Source: an optimization exercise on an open RTL-to-GDS flow (aim: small area, a short achievable clock period and few clock cycles per item). Production flows keep margins and buffers that such runs may drop.
Only simulation tests tie the RTL to the original design; equivalence was not proved.
Power figures rest on the tool's default switching activity, not on a simulated workload.

<file path="flow/design.v">
module top (
    input clk,
    input resetn,
    input [1:0] req_m2dbiu,
    input [31:0] adr_m2dbiu_flat,
    input [127:0] dat_m2dbiu_flat,
    input [1:0] we_m2dbiu,
    input [15:0] sel_m2dbiu_flat,
    output logic [127:0] dat_dbiu2m_flat,
    output logic [1:0] ack_dbiu2m,
    output logic mem_wreq,
    output logic [11:0] mem_waddr,
    output logic [127:0] mem_wdata,
    output logic mem_rreq,
    output logic [11:0] mem_raddr,
    input mem_ack,
    input [127:0] mem_rdata
);
  localparam int NE = 16;   
  localparam logic [1:0] S_IDLE = 2'd0;   
  localparam logic [1:0] S_EV = 2'd1;   
  localparam logic [1:0] S_WB = 2'd2;   
  localparam logic [1:0] S_RD = 2'd3;   
  logic [NE-1:0] valid, dirty;
  logic [NE-1:0][11:0] tq;   
  logic [NE-1:0][127:0] dq;   
  logic [1:0] st;
  logic who;   
  logic [3:0] vict;   
  logic [3:0] ptr;   
  logic prio;   
  logic [1:0] req, we, wpos;
  logic [1:0][11:0] la;
  logic [1:0][63:0] wd;
  logic [1:0][7:0] bsel;
  always_comb begin
    for (int p = 0; p < 2; p++) begin
      req[p] = req_m2dbiu[p];
      we[p] = we_m2dbiu[p];
      la[p] = adr_m2dbiu_flat[p*16+4+:12];
      wpos[p] = adr_m2dbiu_flat[p*16+3];
      wd[p] = dat_m2dbiu_flat[p*64+:64];
      bsel[p] = sel_m2dbiu_flat[p*8+:8];
    end
  end
  wire wb = (st == S_WB);
  wire fill = (st == S_RD) && mem_ack;
  logic [NE-1:0] vict_oh;
  always_comb begin
    vict_oh = '0;
    vict_oh[vict] = 1'b1;
  end
  logic [1:0][NE-1:0] hv;
  logic [1:0] hit;
  always_comb begin
    for (int p = 0; p < 2; p++) begin
      for (int e = 0; e < NE; e++) hv[p][e] = valid[e] && !wb && (tq[e] == la[p]);
      hit[p] = |hv[p];
    end
  end
  logic [1:0][63:0] dout;
  always_comb begin
    for (int p = 0; p < 2; p++) begin
      dout[p] = '0;
      for (int e = 0; e < NE; e++) begin
        if ((hv[p][e] && !wpos[p]) || (wb && vict_oh[e] && p == 0)) dout[p] = dout[p] | dq[e][63:0];
        if ((hv[p][e] && wpos[p]) || (wb && vict_oh[e] && p == 1)) dout[p] = dout[p] | dq[e][127:64];
      end
    end
  end
  assign dat_dbiu2m_flat = {dout[1], dout[0]};
  assign mem_wdata = {dout[1], dout[0]};
  wire [1:0] st_hit = req & we & hit;
  wire same_pos = (wpos[0] == wpos[1]);
  logic [1:0] go;   
  assign go[0] = st_hit[0] && !fill && !(st_hit[1] && same_pos && prio);
  assign go[1] = st_hit[1] && !fill && !(st_hit[0] && same_pos && !prio);
  assign ack_dbiu2m[0] = req[0] && hit[0] && (!we[0] || go[0]);
  assign ack_dbiu2m[1] = req[1] && hit[1] && (!we[1] || go[1]);
  logic [1:0][63:0] bus;
  always_comb begin
    for (int b = 0; b < 2; b++) begin
      if (fill) bus[b] = mem_rdata[b*64+:64];
      else if (go[0] && wpos[0] == b[0]) bus[b] = wd[0];
      else bus[b] = wd[1];
    end
  end
  logic [NE-1:0][15:0] ben;
  logic [NE-1:0] stored;
  always_comb begin
    for (int e = 0; e < NE; e++) begin
      for (int k = 0; k < 16; k++) begin
        ben[e][k] = (fill && vict_oh[e])
            || (go[0] && hv[0][e] && wpos[0] == k[3] && bsel[0][k%8])
            || (go[1] && hv[1][e] && wpos[1] == k[3] && bsel[1][k%8]);
      end
      stored[e] = (go[0] && hv[0][e]) || (go[1] && hv[1][e]);
    end
  end
  always_ff @(posedge clk) begin
    for (int e = 0; e < NE; e++)
      for (int k = 0; k < 16; k++)
        if (ben[e][k]) dq[e][8*k+:8] <= bus[k/8][8*(k%8)+:8];
  end
  wire [1:0] miss = req & ~hit;
  logic any_free;
  logic [3:0] first_free;
  always_comb begin
    any_free = 1'b0;
    first_free = '0;
    for (int e = NE - 1; e >= 0; e--) begin
      if (!valid[e]) begin
        any_free = 1'b1;
        first_free = e[3:0];
      end
    end
  end
  always_ff @(posedge clk) begin
    if (!resetn) begin
      st <= S_IDLE;
      valid <= '0;
      who <= 1'b0;
      vict <= '0;
      ptr <= '0;
      prio <= 1'b0;
    end else begin
      if (st_hit[0] && st_hit[1] && same_pos && !fill) prio <= !prio;
      case (st)
        S_IDLE:
        if (|miss) begin
          who <= (miss[0] && miss[1]) ? !who : miss[1];
          if (any_free) begin
            vict <= first_free;
            st <= S_RD;
          end else begin
            vict <= ptr;
            ptr <= ptr + 4'd1;
            valid[ptr] <= 1'b0;
            st <= S_EV;
          end
        end
        S_EV: st <= dirty[vict] ? S_WB : S_RD;
        S_WB: if (mem_ack) st <= S_RD;
        default:
        if (mem_ack) begin
          valid[vict] <= 1'b1;
          st <= S_IDLE;
        end
      endcase
    end
  end
  always_ff @(posedge clk) begin
    for (int e = 0; e < NE; e++) begin
      if (fill && vict_oh[e]) begin
        dirty[e] <= 1'b0;
        tq[e] <= mem_raddr;
      end else if (stored[e]) dirty[e] <= 1'b1;
    end
  end
  assign mem_rreq = (st == S_RD);
  assign mem_wreq = (st == S_WB);
  assign mem_raddr = who ? la[1] : la[0];
  assign mem_waddr = tq[vict];
endmodule
</file>
<file path="flow/run.sh">
#!/bin/bash
# synth_recipe.tcl (not shown) runs the flow's synth.tcl, then flattens the netlist and writes it again
# the make line also repeats each setting of config.mk as NAME=value (left out here)
make -C /OpenROAD-flow-scripts/flow DESIGN_CONFIG=/design/flow/config.mk WORK_HOME=/design/flow/orfs CLKGATE_MAP_FILE= SYNTH_SCRIPT=/design/flow/synth_recipe.tcl finish
</file>
<file path="flow/config.mk">
export PLATFORM = sky130hd
export DESIGN_NAME = top
export DESIGN_NICKNAME = top
export VERILOG_FILES = /design/flow/design.v
export SDC_FILE = /design/flow/constraint.sdc
export NUM_CORES = 4
export LEC_CHECK = 0
export CAP_MARGIN = 20
export CORE_MARGIN = 2
export CORE_UTILIZATION = 40
export SLEW_MARGIN = 20
</file>
<file path="flow/constraint.sdc">
create_clock -name core_clock -period 9.0 [get_ports {clk}]
set_input_delay 1.8000 -clock core_clock [delete_from_list [all_inputs] [get_ports {clk}]]
set_output_delay 1.8000 -clock core_clock [all_outputs]
set_load 0.01 [all_outputs]
</file>
==> flow_metrics.env, run 1 <==
export IMPL_outcome="finished clean"
export IMPL_nets=9482
export IMPL_endpoint="dat_dbiu2m_flat[86]"
export IMPL_reg2reg_from="st[0]$_SDFFE_PN0P_"
export IMPL_drt_pass1_iterations=13
export IMPL_ant_nets=0
export IMPL_grt_pass1_vias=88700
export IMPL_cts_max_path_buffers=3
export IMPL_p_int_mw=18.9
export IMPL_dp_slack_ps=693
export IMPL_final_min_clock_period_ps=8660
export IMPL_worstPathArrival_ps=6860
export IMPL_critical_path_top_delay_family="buffers and inverters"
export IMPL_syn_to_final_growth_pct=20.9
export IMPL_drive_gt1_share_pct=14.5
export IMPL_vias=95700
export IMPL_port_buffers=588
export IMPL_power_frac_comb_pct=15.9
export IMPL_io_pins=595
export IMPL_period_share_pct=96.3
export IMPL_fin_skew_ps=56.6
export IMPL_cts_buffers=231
export IMPL_slew_violations=0
export IMPL_cp_end_kind="output pin"
export IMPL_synth_cells=8461
export IMPL_p_per_area_nw_per_um2=199
export IMPL_grt_setup_unrepaired="false"
export IMPL_timing_fmax_mhz=115
export IMPL_swShare_pct=27.3
export IMPL_ir_drop_v=0.000229
export IMPL_p_clk_share_pct=37.7
export IMPL_layout_setup_ws_ps=336
export IMPL_setup_violations_final=0
export IMPL_async_reset_ff_share_pct=0
export IMPL_n_fill_cell=23200
export IMPL_yosysTopAreaCellShare_pct=62.1
export IMPL_ys_seq_area_share_pct=62.9
export IMPL_clock_sink_count=2284
export IMPL_critPathKind="in -> out"
export IMPL_ctsHtreeMaxLevel=4
export IMPL_design_area_sq_um=131000
export IMPL_synth_seq_cells=2284
export IMPL_seqPwrFrac_pct=46.3
export IMPL_worstHoldPathType="reg -> reg"
export IMPL_routabilityCongestion=1.03
export IMPL_max_cap_violations=0
export IMPL_initial_core_util_pct=40.1
export IMPL_cts_root_buf="clkbuf_16"
export IMPL_synth_flop_cell="edfxtp_1"
export IMPL_maxSlewHeadroom_pct=15.3
export IMPL_rows=191
export IMPL_grt_max_degree=145
export IMPL_grtUsageTotal_pct=40.6
export IMPL_crit_path_start="adr_m2dbiu_flat[27]"
export IMPL_core_region_area_sq_um=270000
export IMPL_r2r_setup_slack_ps=2370
export IMPL_dp_cells=12500
export IMPL_ff2ff_path_depth=14
export IMPL_ys_warn_count=1
export IMPL_wl_per_cell_um=44.7
export IMPL_hold_viol_final=0
export IMPL_hpwl_um=384000
export IMPL_worst_slew_pin_slew_ps=1260
export IMPL_r2r_end="dq[216]$_DFFE_PP_"
export IMPL_synth_area_leader_cell="edfxtp_1"
export IMPL_clk_latency_ps=940
export IMPL_die_h_um=524
export IMPL_dieArea_sq_um=275000
export IMPL_cp_slowest_cell="clkdlybuf4s50_1"
export IMPL_grt_pass1_wl_um=767000
export IMPL_cts_setup_buffers=0
export IMPL_clk_pin_slew_worst_paths_ps=70
export IMPL_start_kind="primary input"
export IMPL_post_drt_via_cell_ratio=7.38
export IMPL_synth_most_common_cell="edfxtp_1"
export IMPL_switchingPower_mw=7.11
export IMPL_cts_resized=0
export IMPL_p_leak_nw=43.5
export IMPL_postCtsHoldBufs=0
export IMPL_timing_critical_path_buf_inv=5
export IMPL_cts_tree="yes"
export IMPL_post_route_drc_count=0
export IMPL_cp_max_fo=18
export IMPL_synth_area_leaders="edfxtp_1, a22oi_1, nand2_1"
export IMPL_syn_nets=8785
export IMPL_synthesis_area_sq_um=108000
export IMPL_final_cell_count_no_fill=13000
export IMPL_synth_common_cells="edfxtp_1, a22oi_1, nand2_1"
export IMPL_avgSynthCellArea_sq_um=12.8
export IMPL_cp_depth=12
export IMPL_place_area_sq_um=123000
export IMPL_antenna_found_initial=57
export IMPL_setup_tns_ps=0
export IMPL_ys_types=72
export IMPL_crit_path_cell_trace="clkdlybuf4s50_1, buf_4, xor2_1, nor4_1, nand4_1, o21ai_4, buf_4, a222oi_1, nand4_1, or4_1, buf_12, clkdlybuf4s50_1"
export IMPL_drt_iter0_drc=19200
export IMPL_die_x_um=524
export IMPL_crit_required_ps=7200
export IMPL_gr_total_overflow=0
export IMPL_critPathMaxStageDelay_ps=1060
export IMPL_routed_wl_um=581000
export IMPL_synth_edf_count=2240
[per-layer routing]
metal / track usage [%] / vias up / wire length, um
met2: 56.9 / 10100 / 236000
met5: 0.970 / - / 746
met4: 28.7 / 48 / 51500
li1: - / 36000 / -
met1: 48.9 / 46700 / 192000
met3: 18.8 / 2781 / 99800
[worst min path at each step]
| stage | end | cells after the start | start |
|---|---|---|---|
| final | dirty[6]$_SDFFE_PP0P_ | 2 | dirty[6]$_SDFFE_PP0P_ |
| after global routing | dirty[1]$_SDFFE_PP0P_ | 2 | dirty[1]$_SDFFE_PP0P_ |
| after CTS | dirty[6]$_SDFFE_PP0P_ | 2 | dirty[6]$_SDFFE_PP0P_ |
| after detailed placement | dirty[6]$_SDFFE_PP0P_ | 2 | dirty[6]$_SDFFE_PP0P_ |
| after global placement | dirty[12]$_SDFFE_PP0P_ | 2 | dirty[12]$_SDFFE_PP0P_ |
| after floorplan | dirty[10]$_SDFFE_PP0P_ | 2 | dirty[10]$_SDFFE_PP0P_ |
[through the flow]
stage	hold WS (ps)	util (%)	total power, mW
6_report	479	48.5	26.0
5_1_grt	495	48.5	26.4
4_1_cts	475	48.4	25.8
3_5_place_dp	457	45.6	16.2
3_3_place_gp	455	45.6	16.2
2_1_floorplan	440	-	13.8
[worst reg2reg max path, delay by kind of cell (launching register included)]
kind / cells / cell delay (ps)
buffers and inverters: 5 / 2470
AND/OR/NAND/NOR: 6 / 2310
adder cells (fa/ha/maj): 1 / 590
AO/OA/AOI/OAI: 2 / 540
flip-flops: 1 / 350
[placed cells by master (no fill, tap or decap), types with 46 or more instances in the layout]
cell,n
edfxtp_1,2240
a22oi_1,1328
nand2_1,915
nand3_1,587
buf_4,575
clkdlybuf4s50_1,571
nand4_1,280
a31oi_1,270
a221oi_1,260
clkbuf_16,234
a22o_1,224
xnor2_1,193
xor2_1,185
buf_12,181
nor4_1,150
o211ai_1,131
a222oi_1,127
nor2_1,94
mux4_2,65
or4_1,57
clkinv_2,48
diode_2,47
clkinv_1,46
[kinds of logic (layout without fill, tap and decap cells)]
kind of cell,Yosys count,count (layout),synth area share [%]
multiplexers,79,79,1.49
XOR/XNOR,386,386,3.18
adder cells (fa/ha/maj),13,13,0.150
buffers and inverters,905,1802,4.05
AO/OA/AOI/OAI,2474,2474,17.7
AND/OR/NAND/NOR,2320,2320,10.6
flip-flops,2284,2284,62.9
other,0,47,0
[final cells by class]
cell class	instances	area, sq um	share of cell area [%]
Sequential cell	2284	68200	52.0
Multi-Input combinational cell	5272	36800	28.1
Timing Repair Buffer	1346	13800	10.5
Clock buffer	270	5990	4.57
Tap cell	3570	4470	3.41
Clock inverter	163	1620	1.24
Antenna cell	47	118	0.0898
Inverter	23	86.3	0.0659
[flip-flops by register name (all words and copies together), names as in the netlist]
register  flops
st            2
tq          192
ptr           4
vict          4
dirty        16
dq         2048
prio          1
who           1
valid        16
[power groups by stage]
stage	logic (mW)	registers, mW	clock network, mW
final	4.15	12.1	9.82
after global routing	4.17	12.1	10.2
after CTS	3.98	12.1	9.78
after detailed placement	3.96	12.3	0
after global placement	3.94	12.3	0
after floorplan	1.53	12.3	0
Testbench counts, summed over its fixed seeds: cycles 23,543, ops 30,720.
==> run 2, diff against run 1 <==
--- a/flow/config.mk
+++ b/flow/config.mk
@@ -9,3 +9,4 @@
 export CORE_MARGIN = 2
-export CORE_UTILIZATION = 40
+export CORE_UTILIZATION = 65
+export SETUP_SLACK_MARGIN = 2.5
 export SLEW_MARGIN = 20
==> run 2 against run 1 <==
Against the previous run:
- the run now fails in global routing
- synthesized area unchanged
- synthesized cell count is the same
==> flow_metrics.env, run 2 <==
export IMPL_hpwl_um=343000
export IMPL_ys_warn_count=1
export IMPL_synth_seq_cells=2284
export IMPL_gr_total_overflow=15
export IMPL_rows=149
export IMPL_die_h_um=412
export IMPL_synth_common_cells="edfxtp_1, a22oi_1, nand2_1"
export IMPL_cts_root_buf="clkbuf_16"
export IMPL_die_x_um=412
export IMPL_outcome="aborted with a tool error"
export IMPL_place_area_sq_um=119000
export IMPL_grtUsageTotal_pct=81.4
export IMPL_synth_area_leader_cell="edfxtp_1"
export IMPL_synth_edf_count=2240
export IMPL_synth_area_leaders="edfxtp_1, a22oi_1, nand2_1"
export IMPL_synthesis_area_sq_um=108000
export IMPL_ys_types=72
export IMPL_haltStage="global routing"
export IMPL_tool_error="[ERROR GRT-0232] Routing congestion too high. Check the congestion heatmap in the GUI."
export IMPL_synth_most_common_cell="edfxtp_1"
export IMPL_ys_seq_area_share_pct=62.9
export IMPL_yosysTopAreaCellShare_pct=62.1
export IMPL_avgSynthCellArea_sq_um=12.8
export IMPL_port_buffers=588
export IMPL_cts_buffers=223
export IMPL_synth_cells=8461
export IMPL_syn_nets=8785
export IMPL_grt_max_degree=129
export IMPL_postCtsHoldBufs=0
export IMPL_routabilityCongestion=1.09
export IMPL_synth_flop_cell="edfxtp_1"
export IMPL_ctsHtreeMaxLevel=4
export IMPL_async_reset_ff_share_pct=0
export IMPL_initial_core_util_pct=65.6
export IMPL_clock_sink_count=2284
export IMPL_io_pins=595
export IMPL_cts_max_path_buffers=3
==> run 2: cell counts after synthesis <==
Identical to the previous run, type by type.
==> run 2: power by group through the flow <==
| stage | Combinational, mW | Sequential [mW] | Clock (mW) |
|---|---|---|---|
| after floorplan | 1.53 | 12.3 | 0 |
| after global placement | 3.39 | 12.3 | 0 |
| after detailed placement | 3.43 | 12.3 | 0 |
| after CTS | 3.76 | 12.1 | 9.24 |
==> run 2: how the worst max path moves through the flow <==
stage                                end  slack (ps)  depth (start not counted)
CTS                 dat_dbiu2m_flat[123]        2330                         12
detailed placement  dat_dbiu2m_flat[123]         670                         11
global placement    dat_dbiu2m_flat[123]         700                         11
floorplan                 mem_wdata[102]        2900                         13
==> run 2: cell families after synthesis <==
group / after synthesis / share of synthesized area (%)
adders and majority gates: 13 / 0.150
and+or+nand+nor: 2320 / 10.6
DFF: 2284 / 62.9
AOI/OAI and AO/OA: 2474 / 17.7
xor gates and xnor gates: 386 / 3.18
buffers and inverters: 905 / 4.05
muxes: 79 / 1.49
==> run 2: what timing repair did <==
item,4_1_cts
resized for setup,1624
setup buffers,547
setup endpoints to repair,850
pin swaps,335
gates cloned,108
==> run 2: per-layer routing <==
metal / global-route usage (%) / overflow
met1: 81.5 / 0
met2: 91.8 / 8
met3: 73.3 / 0
met4: 79.2 / 6
met5: 48.6 / 1
==> run 2: through the flow <==
step,hold WS (ps),std cells,setup WS (ps),utilization [%],total power [mW]
2_1_floorplan,440,8461,2900,-,13.8
3_3_place_gp,453,10900,701,71.7,15.7
3_5_place_dp,459,10900,672,71.8,15.7
4_1_cts,479,12000,2330,83.5,25.1

==> static timing again, ports no longer ideal <==
How much do the figures lean on ideal ports? The routed layout below was timed once more, with nothing changed but the port constraints. Step 1 (the two cells are an assumption about what drives the block):
set clk [get_ports {clk}]
set_driving_cell -lib_cell sky130_fd_sc_hd__clkbuf_16 $clk
set_driving_cell -lib_cell sky130_fd_sc_hd__buf_2 [delete_from_list [all_inputs] $clk]
Step 2, shift: input delay + t, output delay - t, t = (earliest + latest rising clock arrival at the registers) / 2. This alone moves slack from input paths to output paths. Three values: ideal ports, drivers, drivers and shift; two values: the first two.
run: run 1
shift t [ns]: 1.014
slack for setup (ns): 0.336 / 0.177 / 0.177
worst slew at a driven data input, ns: 0.29
After both steps setup and hold are still met in run 1. The setup slack of run 1 moves by -0.159 ns with the drivers and by -0.159 ns with both steps.
